Context: an optimization exercise on an open-source flow, tuned for small area and a short achievable clock period. The choices shown serve that exercise and are no tape-out recipe.
RTL that was checked went through simulation tests only; none was proved equivalent to the original.
The clock input has no modelled driver; a real chip could not lean on it and would need a root buffer or a full tree.
Power is estimated from default activity; no workload was simulated.

## rev 12
==> flow/design.v <==
module FIFO(
    input  wire clk,
    input  wire rstn,
    input  wire wr_en,
    input  wire rd_en,
    input  wire [7:0] data_in,
    output wire full,
    output wire empty,
    output wire [7:0] data_out
 );
    reg [7:0] mem [1:31];
    reg [4:0] tp;        
    reg [4:0] hp;        
    reg       ne_r;      
    reg       full_r;
    reg       one_r;     
    reg       le1_r;     
    reg [3:0] rlo_r;     
    reg [7:0] rhi_r;     
    reg [7:0] out_r;     
    wire empty_r = ~ne_r;
    wire w    = wr_en & ~full_r;
    wire r    = rd_en & ne_r;
    wire [4:0] tp1 = {tp[3:0], tp[4] ^ tp[2]};
    wire [4:0] hp1 = {hp[3:0], hp[4] ^ hp[2]};
    wire two  = (tp == hp1);                      
    wire n31  = (tp1 == hp);                      
    wire       one = one_r;
    wire       hp_inc, le1_nx, one_nx;
    fifo_ctl u_ctl (.wr(wr_en), .rd(rd_en), .e(empty_r), .f(full_r), .one(one),
                    .le1(le1_r), .le1_rd(one | two), .two(two),
                    .hp_inc(hp_inc), .le1_nx(le1_nx), .one_nx(one_nx));
    wire [4:0] hp_nx  = hp_inc ? hp1 : hp;
    wire [3:0] rlo_nx = {4{~le1_nx}} & (hp_inc ? (4'd1 << hp1[1:0]) : (4'd1 << hp[1:0]));
    wire [7:0] rhi_nx = hp_inc ? (8'd1 << hp1[4:2]) : (8'd1 << hp[4:2]);
    wire [31:0] wsel, rsel;
    wire [3:0] wlo_pre = {4{~full_r}} & (4'd1 << tp[1:0]);
    wire [7:0] whi_n   = ~(8'd1 << tp[4:2]);
    wire [3:0] wlo_n;
    genvar k;
    generate for (k = 0; k < 4; k = k + 1) begin : wl
        fifo_nand2 u (.a(wr_en), .b(wlo_pre[k]), .y(wlo_n[k]));
    end
    for (k = 1; k < 32; k = k + 1) begin : ws
        fifo_nor2 u (.a(wlo_n[k % 4]), .b(whi_n[k / 4]), .y(wsel[k]));
    end endgenerate
    assign wsel[0] = 1'b0;
    fifo_and8x4 u_rdec (.lo(rlo_r), .hi(rhi_r), .y(rsel));
    wire [7:0] nhead;
    genvar b;
    generate for (b = 0; b < 8; b = b + 1) begin : bit_
        wire [30:0] d;
        for (k = 1; k < 32; k = k + 1) begin : sl
            assign d[k-1] = mem[k][b];
        end
        fifo_ao31 u_ao (.d(d), .s(rsel[31:1]), .din(data_in[b]), .sdin(le1_r), .y(nhead[b]));
    end endgenerate
    always @(posedge clk or negedge rstn) begin
        if (!rstn) begin
            tp     <= 5'd1;
            hp     <= 5'd1;
            ne_r   <= 1'b0;
            full_r <= 1'b0;
            le1_r  <= 1'b1;
            one_r  <= 1'b0;
            rlo_r  <= 4'd0;
        end else begin
            if (w) tp <= tp1;
            hp    <= hp_nx;
            le1_r <= le1_nx;
            one_r <= one_nx;
            rlo_r <= rlo_nx;
            if (w & ~r) begin
                ne_r   <= 1'b1;
                full_r <= n31;
            end else if (r & ~w) begin
                ne_r   <= ~one;
                full_r <= 1'b0;
            end
        end
    end
    always @(posedge clk) begin
        rhi_r <= rhi_nx;
        if (empty_r ? wr_en : rd_en) out_r <= nhead;
    end
    integer i;
    always @(posedge clk) begin
        for (i = 1; i < 32; i = i + 1)
            if (wsel[i]) mem[i] <= data_in;
    end
    assign data_out = out_r;
    assign empty    = empty_r;
    assign full     = full_r;
endmodule
module fifo_ctl(
    input  wire wr,
    input  wire rd,
    input  wire e,        
    input  wire f,        
    input  wire one,      
    input  wire le1,      
    input  wire le1_rd,   
    input  wire two,      
    output wire hp_inc,
    output wire le1_nx,
    output wire one_nx
);
    assign hp_inc = (wr & rd) | (wr & e) | (rd & ~e & ~one);
    wire wo = wr & ~rd & ~f;
    wire ro = rd & ~wr & ~e;
    assign le1_nx = wo ? e : ro ? le1_rd : le1;
    assign one_nx = wo ? e : ro ? two : (one | (wr & e));
endmodule
module fifo_and8x4(
    input  wire [3:0]  lo,
    input  wire [7:0]  hi,
    output wire [31:0] y
);
    genvar g;
    generate for (g = 0; g < 32; g = g + 1) begin : d
        assign y[g] = lo[g % 4] & hi[g / 4];
    end endgenerate
endmodule
module fifo_ao31(
    input  wire [30:0] d,
    input  wire [30:0] s,
    input  wire        din,
    input  wire        sdin,
    output wire        y
);
    wire [3:0] l2;
    wire [1:0] l3;
    fifo_ao8 u0 (.d(d[7:0]),   .s(s[7:0]),   .y(l2[0]));
    fifo_ao8 u1 (.d(d[15:8]),  .s(s[15:8]),  .y(l2[1]));
    fifo_ao8 u2 (.d(d[23:16]), .s(s[23:16]), .y(l2[2]));
    fifo_ao8 u3 (.d({din, d[30:24]}), .s({sdin, s[30:24]}), .y(l2[3]));
    fifo_nor2 o0 (.a(l2[0]), .b(l2[1]), .y(l3[0]));
    fifo_nor2 o1 (.a(l2[2]), .b(l2[3]), .y(l3[1]));
    fifo_nand2 n0 (.a(l3[0]), .b(l3[1]), .y(y));
endmodule
module fifo_ao8(
    input  wire [7:0] d,
    input  wire [7:0] s,
    output wire       y
);
    assign y = |(d & s);
endmodule
module fifo_nor2(input wire a, b, output wire y);
    assign y = ~(a | b);
endmodule
module fifo_nand2(input wire a, b, output wire y);
    assign y = ~(a & b);
endmodule
clock: 5.0 ns
lec_check: 0
cap_margin: 20
core_margin: 2
core_utilization: 40
setup_slack_margin: 3.1
slew_margin: 20
synth_hierarchical: 1
standard.sh (not shown) runs the stock make flow with config.mk's settings and CLKGATE_MAP_FILE= SYNTH_SCRIPT=/design/flow/synth_recipe.tcl, a recipe that flattens the netlist after the stock synthesis.
==> flow/flow/run.sh <==
#!/bin/bash
# The standard layout, with the clock tree built by flow/cts_pre.tcl in
# place of TritonCTS. make's output goes to standard.log; each ORFS step
# keeps its own log under orfs/logs.
set -euo pipefail
export PRE_CTS_TCL="$PWD/flow/cts_pre.tcl"
bash standard.sh PRE_CTS_TCL="$PRE_CTS_TCL" finish > standard.log 2>&1
Other scripts of this flow, unchanged in this note and not shown: flow/flow/clock_tree.tcl, flow/flow/cts_pre.tcl
The following lists how rev 13 was set up differently from rev 12:
diff --git a/flow/design.v b/flow/design.v
--- a/flow/design.v
+++ b/flow/design.v
@@ -127,19 +127,24 @@
     input  wire        din,
     input  wire        sdin,
     output wire        y
 );
     wire [3:0] l2;
     wire [1:0] l3;
+    wire       dn;
     fifo_ao8 u0 (.d(d[7:0]),   .s(s[7:0]),   .y(l2[0]));
     fifo_ao8 u1 (.d(d[15:8]),  .s(s[15:8]),  .y(l2[1]));
     fifo_ao8 u2 (.d(d[23:16]), .s(s[23:16]), .y(l2[2]));
-    fifo_ao8 u3 (.d({din, d[30:24]}), .s({sdin, s[30:24]}), .y(l2[3]));
+    fifo_ao8 u3 (.d({1'b0, d[30:24]}), .s({1'b0, s[30:24]}), .y(l2[3]));
     fifo_nor2 o0 (.a(l2[0]), .b(l2[1]), .y(l3[0]));
     fifo_nor2 o1 (.a(l2[2]), .b(l2[3]), .y(l3[1]));
-    fifo_nand2 n0 (.a(l3[0]), .b(l3[1]), .y(y));
+    fifo_nand2 n0 (.a(din), .b(sdin), .y(dn));
+    fifo_nand3 n1 (.a(l3[0]), .b(l3[1]), .c(dn), .y(y));
+endmodule
+module fifo_nand3(input wire a, b, c, output wire y);
+    assign y = ~(a & b & c);
 endmodule
 module fifo_ao8(
     input  wire [7:0] d,
     input  wire [7:0] s,
     output wire       y
 );
Notes after the runs:
Rev 13 closes out successfully: all stages finished, all timing, DRC and antenna checks passed.
Per the comparison of rev 13 with rev 12, global-route wire length before repair shows a reduction of about 5%, die height shows an increase of about 0.33%.
Rev 13 vs rev 12, synthesized cell count went up by 16.
From rev 12 to rev 13 the numbers moved as follows: final critical-path required period fell 0.25 ns, final instance count without filler cells ~0 delta, maximum resistive drop on vdd now sits lower.
Function not checked in rev 12: the RTL went through the layout flow alone. No run of this note takes its clock network from TritonCTS; it comes from the design's own scripts or RTL.

## wip/lagoon
// FIFO: RTL as listed in full above, without the edits since
clock: 5.0 ns
lec_check: 0
cap_margin: 20
core_margin: 2
core_utilization: 40
setup_slack_margin: 3.1
slew_margin: 20
synth_hierarchical: 1
Scripts as last shown in full above: flow/flow/run.sh
Other scripts of this flow, unchanged in this note and not shown: flow/flow/clock_tree.tcl, flow/flow/cts_pre.tcl
For wip/fjord, these inputs were changed with respect to wip/lagoon:
--- a/flow/design.v
+++ b/flow/design.v
@@ -130,13 +130,18 @@
 );
     wire [3:0] l2;
     wire [1:0] l3;
+    wire       dn;
     fifo_ao8 u0 (.d(d[7:0]),   .s(s[7:0]),   .y(l2[0]));
     fifo_ao8 u1 (.d(d[15:8]),  .s(s[15:8]),  .y(l2[1]));
     fifo_ao8 u2 (.d(d[23:16]), .s(s[23:16]), .y(l2[2]));
-    fifo_ao8 u3 (.d({din, d[30:24]}), .s({sdin, s[30:24]}), .y(l2[3]));
+    fifo_ao8 u3 (.d({1'b0, d[30:24]}), .s({1'b0, s[30:24]}), .y(l2[3]));
     fifo_nor2 o0 (.a(l2[0]), .b(l2[1]), .y(l3[0]));
     fifo_nor2 o1 (.a(l2[2]), .b(l2[3]), .y(l3[1]));
-    fifo_nand2 n0 (.a(l3[0]), .b(l3[1]), .y(y));
+    fifo_nand2 n0 (.a(din), .b(sdin), .y(dn));
+    fifo_nand3 n1 (.a(l3[0]), .b(l3[1]), .c(dn), .y(y));
+endmodule
+module fifo_nand3(input wire a, b, c, output wire y);
+    assign y = ~(a & b & c);
 endmodule
 module fifo_ao8(
     input  wire [7:0] d,
==> comparison <==
- The power share of the combinational group reported for wip/fjord is smaller than that of wip/lagoon by 0.6 points.
- Between wip/lagoon and wip/fjord, the worst ir drop on vdd is lower for wip/lagoon.
- Summary of wip/fjord over wip/lagoon: share of cell area taken by flip-flops and latches picked up an extra 1.6 points; global-route usage lost 0.76 points; number of global-route vias before repair lost 69; instance count on the critical path lost 1.
For wip/lagoon, only the layout was checked, not whether the RTL still works. No run of this note takes its clock network from TritonCTS; it comes from the design's own scripts or RTL.

FIFO, a different RTL version from the one above (not shown whole).
For scale: roughly 11000 um2 of cells after synthesis.
==> module FIFO, before the edit <==
module FIFO(
    input  wire clk,
    input  wire rstn,
    input  wire wr_en,
    input  wire rd_en,
    input  wire [7:0] data_in,
    output wire full,
    output wire empty,
    output wire [7:0] data_out
 );
    reg [7:0] mem [1:31];
    reg [4:0] tp;        
    reg [4:0] hp;        
    reg       ne_r;      
    reg       full_r;
    reg       one_r;     
    reg       le1_r;     
    reg [3:0] rlo_r;     
    reg [7:0] rhi_r;     
    reg [7:0] out_r;     
    wire empty_r = ~ne_r;
    wire w    = wr_en & ~full_r;
    wire r    = rd_en & ne_r;
    wire [4:0] tp1 = {tp[3:0], tp[4] ^ tp[2]};
    wire [4:0] hp1 = {hp[3:0], hp[4] ^ hp[2]};
    wire two  = (tp == hp1);                      
    wire n31  = (tp1 == hp);                      
    wire       one = one_r;
    wire       hp_inc, le1_nx, one_nx;
    fifo_ctl u_ctl (.wr(wr_en), .rd(rd_en), .e(empty_r), .f(full_r), .one(one),
                    .le1(le1_r), .le1_rd(one | two), .two(two),
                    .hp_inc(hp_inc), .le1_nx(le1_nx), .one_nx(one_nx));
    wire [4:0] hp_nx  = hp_inc ? hp1 : hp;
    wire [3:0] rlo_nx = {4{~le1_nx}} & (hp_inc ? (4'd1 << hp1[1:0]) : (4'd1 << hp[1:0]));
    wire [7:0] rhi_nx = hp_inc ? (8'd1 << hp1[4:2]) : (8'd1 << hp[4:2]);
    wire [31:0] wsel, rsel;
    wire [3:0] wlo_pre = {4{~full_r}} & (4'd1 << tp[1:0]);
    wire [7:0] whi     = 8'd1 << tp[4:2];
    wire [3:0] wlo;
    genvar k;
    generate for (k = 0; k < 4; k = k + 1) begin : wl
        fifo_and2 u (.a(wr_en), .b(wlo_pre[k]), .y(wlo[k]));
    end
    for (k = 1; k < 32; k = k + 1) begin : ws
        fifo_and2 u (.a(wlo[k % 4]), .b(whi[k / 4]), .y(wsel[k]));
    end endgenerate
    assign wsel[0] = 1'b0;
    fifo_and8x4 u_rdec (.lo(rlo_r), .hi(rhi_r), .y(rsel));
    wire [7:0] nhead;    
    wire       out_en = empty_r ? wr_en : rd_en;
    genvar b;
    generate for (b = 0; b < 8; b = b + 1) begin : bit_
        wire [30:0] d;
        for (k = 1; k < 32; k = k + 1) begin : sl
            assign d[k-1] = mem[k][b];
        end
        fifo_ao31 u_ao (.d(d), .s(rsel[31:1]), .din(data_in[b]), .sdin(le1_r),
                        .en(out_en), .q(out_r[b]), .y(nhead[b]));
    end endgenerate
    always @(posedge clk or negedge rstn) begin
        if (!rstn) begin
            tp     <= 5'd1;
            hp     <= 5'd1;
            ne_r   <= 1'b0;
            full_r <= 1'b0;
            le1_r  <= 1'b1;
            one_r  <= 1'b0;
            rlo_r  <= 4'd0;
        end else begin
            if (w) tp <= tp1;
            hp    <= hp_nx;
            le1_r <= le1_nx;
            one_r <= one_nx;
            rlo_r <= rlo_nx;
            if (w & ~r) begin
                ne_r   <= 1'b1;
                full_r <= n31;
            end else if (r & ~w) begin
                ne_r   <= ~one;
                full_r <= 1'b0;
            end
        end
    end
    always @(posedge clk) begin
        rhi_r <= rhi_nx;
        out_r <= nhead;
    end
    integer i;
    always @(posedge clk) begin
        for (i = 1; i < 32; i = i + 1)
            if (wsel[i]) mem[i] <= data_in;
    end
    assign data_out = out_r;
    assign empty    = empty_r;
    assign full     = full_r;
endmodule
==> module fifo_ao31, before the edit <==
module fifo_ao31(
    input  wire [30:0] d,
    input  wire [30:0] s,
    input  wire        din,
    input  wire        sdin,
    input  wire        en,
    input  wire        q,
    output wire        y
);
    wire [3:0] l2;
    wire [1:0] l3;
    wire       dn;
    fifo_ao8 u0 (.d(d[7:0]),   .s(s[7:0]),   .y(l2[0]));
    fifo_ao8 u1 (.d(d[15:8]),  .s(s[15:8]),  .y(l2[1]));
    fifo_ao8 u2 (.d(d[23:16]), .s(s[23:16]), .y(l2[2]));
    fifo_ao8 u3 (.d({d[30], d[30:24]}), .s({s[30], s[30:24]}), .y(l2[3]));
    fifo_nor2 o0 (.a(l2[0]), .b(l2[1]), .y(l3[0]));
    fifo_nor2 o1 (.a(l2[2]), .b(l2[3]), .y(l3[1]));
    fifo_nand2 n0 (.a(din), .b(sdin), .y(dn));
    fifo_hold h (.a(l3[0]), .b(l3[1]), .c(dn), .en(en), .q(q), .y(y));
endmodule
==> module fifo_and2, before the edit <==
module fifo_and2(input wire a, b, output wire y);
    assign y = a & b;
endmodule
clock: 5.0 ns
lec_check: 0
cap_margin: 20
core_margin: 2
core_utilization: 40
setup_slack_margin: 3.17
slew_margin: 20
synth_hierarchical: 1
Scripts as last shown in full above: flow/flow/run.sh
Other scripts of this flow, unchanged in this note and not shown: flow/flow/clock_tree.tcl, flow/flow/cts_pre.tcl
Then changed:
--- a/flow/design.v
+++ b/flow/design.v
@@ -13,8 +13,10 @@
     reg [4:0] hp;        
     reg       ne_r;      
     reg       full_r;
     reg       one_r;     
+    reg       ne_o;      
+    reg       full_o;    
     reg       le1_r;     
     reg [3:0] rlo_r;     
     reg [7:0] rhi_r;     
     reg [7:0] out_r;     
@@ -25,8 +27,13 @@
     wire [4:0] hp1 = {hp[3:0], hp[4] ^ hp[2]};
     wire two  = (tp == hp1);                      
     wire n31  = (tp1 == hp);                      
     wire       one = one_r;
+    wire       ne_nx, full_nx, ne_nx_o, full_nx_o;
+    fifo_flags u_fl  (.wr(wr_en), .rd(rd_en), .ne(ne_r), .f(full_r), .one(one), .n31(n31),
+                      .ne_nx(ne_nx), .full_nx(full_nx));
+    fifo_flags u_flo (.wr(wr_en), .rd(rd_en), .ne(ne_r), .f(full_r), .one(one), .n31(n31),
+                      .ne_nx(ne_nx_o), .full_nx(full_nx_o));
     wire       hp_inc, le1_nx, one_nx;
     fifo_ctl u_ctl (.wr(wr_en), .rd(rd_en), .e(empty_r), .f(full_r), .one(one),
                     .le1(le1_r), .le1_rd(one | two), .two(two),
                     .hp_inc(hp_inc), .le1_nx(le1_nx), .one_nx(one_nx));
@@ -34,16 +41,16 @@
     wire [3:0] rlo_nx = {4{~le1_nx}} & (hp_inc ? (4'd1 << hp1[1:0]) : (4'd1 << hp[1:0]));
     wire [7:0] rhi_nx = hp_inc ? (8'd1 << hp1[4:2]) : (8'd1 << hp[4:2]);
     wire [31:0] wsel, rsel;
     wire [3:0] wlo_pre = {4{~full_r}} & (4'd1 << tp[1:0]);
-    wire [7:0] whi     = 8'd1 << tp[4:2];
-    wire [3:0] wlo;
+    wire [7:0] whi_n   = ~(8'd1 << tp[4:2]);
+    wire [3:0] wlo_n;
     genvar k;
     generate for (k = 0; k < 4; k = k + 1) begin : wl
-        fifo_and2 u (.a(wr_en), .b(wlo_pre[k]), .y(wlo[k]));
+        fifo_nand2 u (.a(wr_en), .b(wlo_pre[k]), .y(wlo_n[k]));
     end
     for (k = 1; k < 32; k = k + 1) begin : ws
-        fifo_and2 u (.a(wlo[k % 4]), .b(whi[k / 4]), .y(wsel[k]));
+        fifo_nor2 u (.a(wlo_n[k % 4]), .b(whi_n[k / 4]), .y(wsel[k]));
     end endgenerate
     assign wsel[0] = 1'b0;
     fifo_and8x4 u_rdec (.lo(rlo_r), .hi(rhi_r), .y(rsel));
     wire [7:0] nhead;    
@@ -62,8 +69,10 @@
             tp     <= 5'd1;
             hp     <= 5'd1;
             ne_r   <= 1'b0;
             full_r <= 1'b0;
+            ne_o   <= 1'b0;
+            full_o <= 1'b0;
             le1_r  <= 1'b1;
             one_r  <= 1'b0;
             rlo_r  <= 4'd0;
         end else begin
@@ -71,15 +80,12 @@
             hp    <= hp_nx;
             le1_r <= le1_nx;
             one_r <= one_nx;
             rlo_r <= rlo_nx;
-            if (w & ~r) begin
-                ne_r   <= 1'b1;
-                full_r <= n31;
-            end else if (r & ~w) begin
-                ne_r   <= ~one;
-                full_r <= 1'b0;
-            end
+            ne_r   <= ne_nx;
+            full_r <= full_nx;
+            ne_o   <= ne_nx_o;
+            full_o <= full_nx_o;
         end
     end
     always @(posedge clk) begin
         rhi_r <= rhi_nx;
@@ -90,10 +96,25 @@
         for (i = 1; i < 32; i = i + 1)
             if (wsel[i]) mem[i] <= data_in;
     end
     assign data_out = out_r;
-    assign empty    = empty_r;
-    assign full     = full_r;
+    assign empty    = ~ne_o;
+    assign full     = full_o;
+endmodule
+module fifo_flags(
+    input  wire wr,
+    input  wire rd,
+    input  wire ne,
+    input  wire f,
+    input  wire one,    
+    input  wire n31,    
+    output wire ne_nx,
+    output wire full_nx
+);
+    wire w = wr & ~f;
+    wire r = rd & ne;
+    assign ne_nx   = (w & ~r) ? 1'b1 : (r & ~w) ? ~one : ne;
+    assign full_nx = (w & ~r) ? n31  : (r & ~w) ? 1'b0 : f;
 endmodule
 module fifo_ctl(
     input  wire wr,
     input  wire rd,
@@ -137,9 +158,9 @@
     wire       dn;
     fifo_ao8 u0 (.d(d[7:0]),   .s(s[7:0]),   .y(l2[0]));
     fifo_ao8 u1 (.d(d[15:8]),  .s(s[15:8]),  .y(l2[1]));
     fifo_ao8 u2 (.d(d[23:16]), .s(s[23:16]), .y(l2[2]));
-    fifo_ao8 u3 (.d({d[30], d[30:24]}), .s({s[30], s[30:24]}), .y(l2[3]));
+    fifo_ao8 u3 (.d({1'b0, d[30:24]}), .s({1'b0, s[30:24]}), .y(l2[3]));
     fifo_nor2 o0 (.a(l2[0]), .b(l2[1]), .y(l3[0]));
     fifo_nor2 o1 (.a(l2[2]), .b(l2[3]), .y(l3[1]));
     fifo_nand2 n0 (.a(din), .b(sdin), .y(dn));
     fifo_hold h (.a(l3[0]), .b(l3[1]), .c(dn), .en(en), .q(q), .y(y));
@@ -153,11 +174,8 @@
     output wire       y
 );
     assign y = |(d & s);
 endmodule
-module fifo_and2(input wire a, b, output wire y);
-    assign y = a & b;
-endmodule
 module fifo_nor2(input wire a, b, output wire y);
     assign y = ~(a | b);
 endmodule
 module fifo_nand2(input wire a, b, output wire y);
Power goes up by 2.7%.
Cell area goes up by 3.7%.
Via count goes up by 5.1%.
Setup slack gets better by 0.041 ns.
Die area barely changes.
Register-to-register slack gets worse by 0.05 ns.
Global-route usage goes up by 1.2 points.
Synthesized cell count goes up by 1.8%.
Function was not checked in any run of this note: the RTL went through the layout flow alone. No run of this note takes its clock network from TritonCTS; it comes from the design's own scripts or RTL.

==> re-timing with driven ports <==
No port has a modelled driver above. Below, the same layouts with a new extraction and two added sets of constraints.
Step 1 sets driving cells, clkbuf_16 on the clock port and buf_2 on the other inputs (assumed; they add their load-dependent delay and slew).
Step 2, shift: input delay + t, output delay - t, t = (earliest + latest rising clock arrival at the registers) / 2. This alone moves slack from input paths to output paths.
Three values: ideal ports, drivers, drivers and shift; two values: the first two.
| run | shift t [ns] | setup slack, ns | clock arrival spread, ns |
|---|---|---|---|
| rev 12 | 0.400 | 2.835 / 2.732 / 2.837 | 0.020 / 0.020 |
| rev 13 | 0.392 | 3.084 / 2.989 / 2.789 | 0.031 / 0.031 |
| wip/lagoon | 0.394 | 2.849 / 2.748 / 2.797 | 0.042 / 0.042 |
| wip/fjord | 0.401 | 3.066 / 2.962 / 2.795 | 0.028 / 0.029 |
| the first run of note 3 | 0.400 | 3.087 / 2.986 / 2.916 | 0.020 / 0.021 |
| the second run of note 3 | 0.400 | 3.127 / 3.039 / 2.818 | 0.034 / 0.034 |
After both steps setup and hold are still met in every run listed. The setup slack of the second run of note 3, which loses most, moves by -0.088 ns with the drivers and by -0.309 ns with both steps.
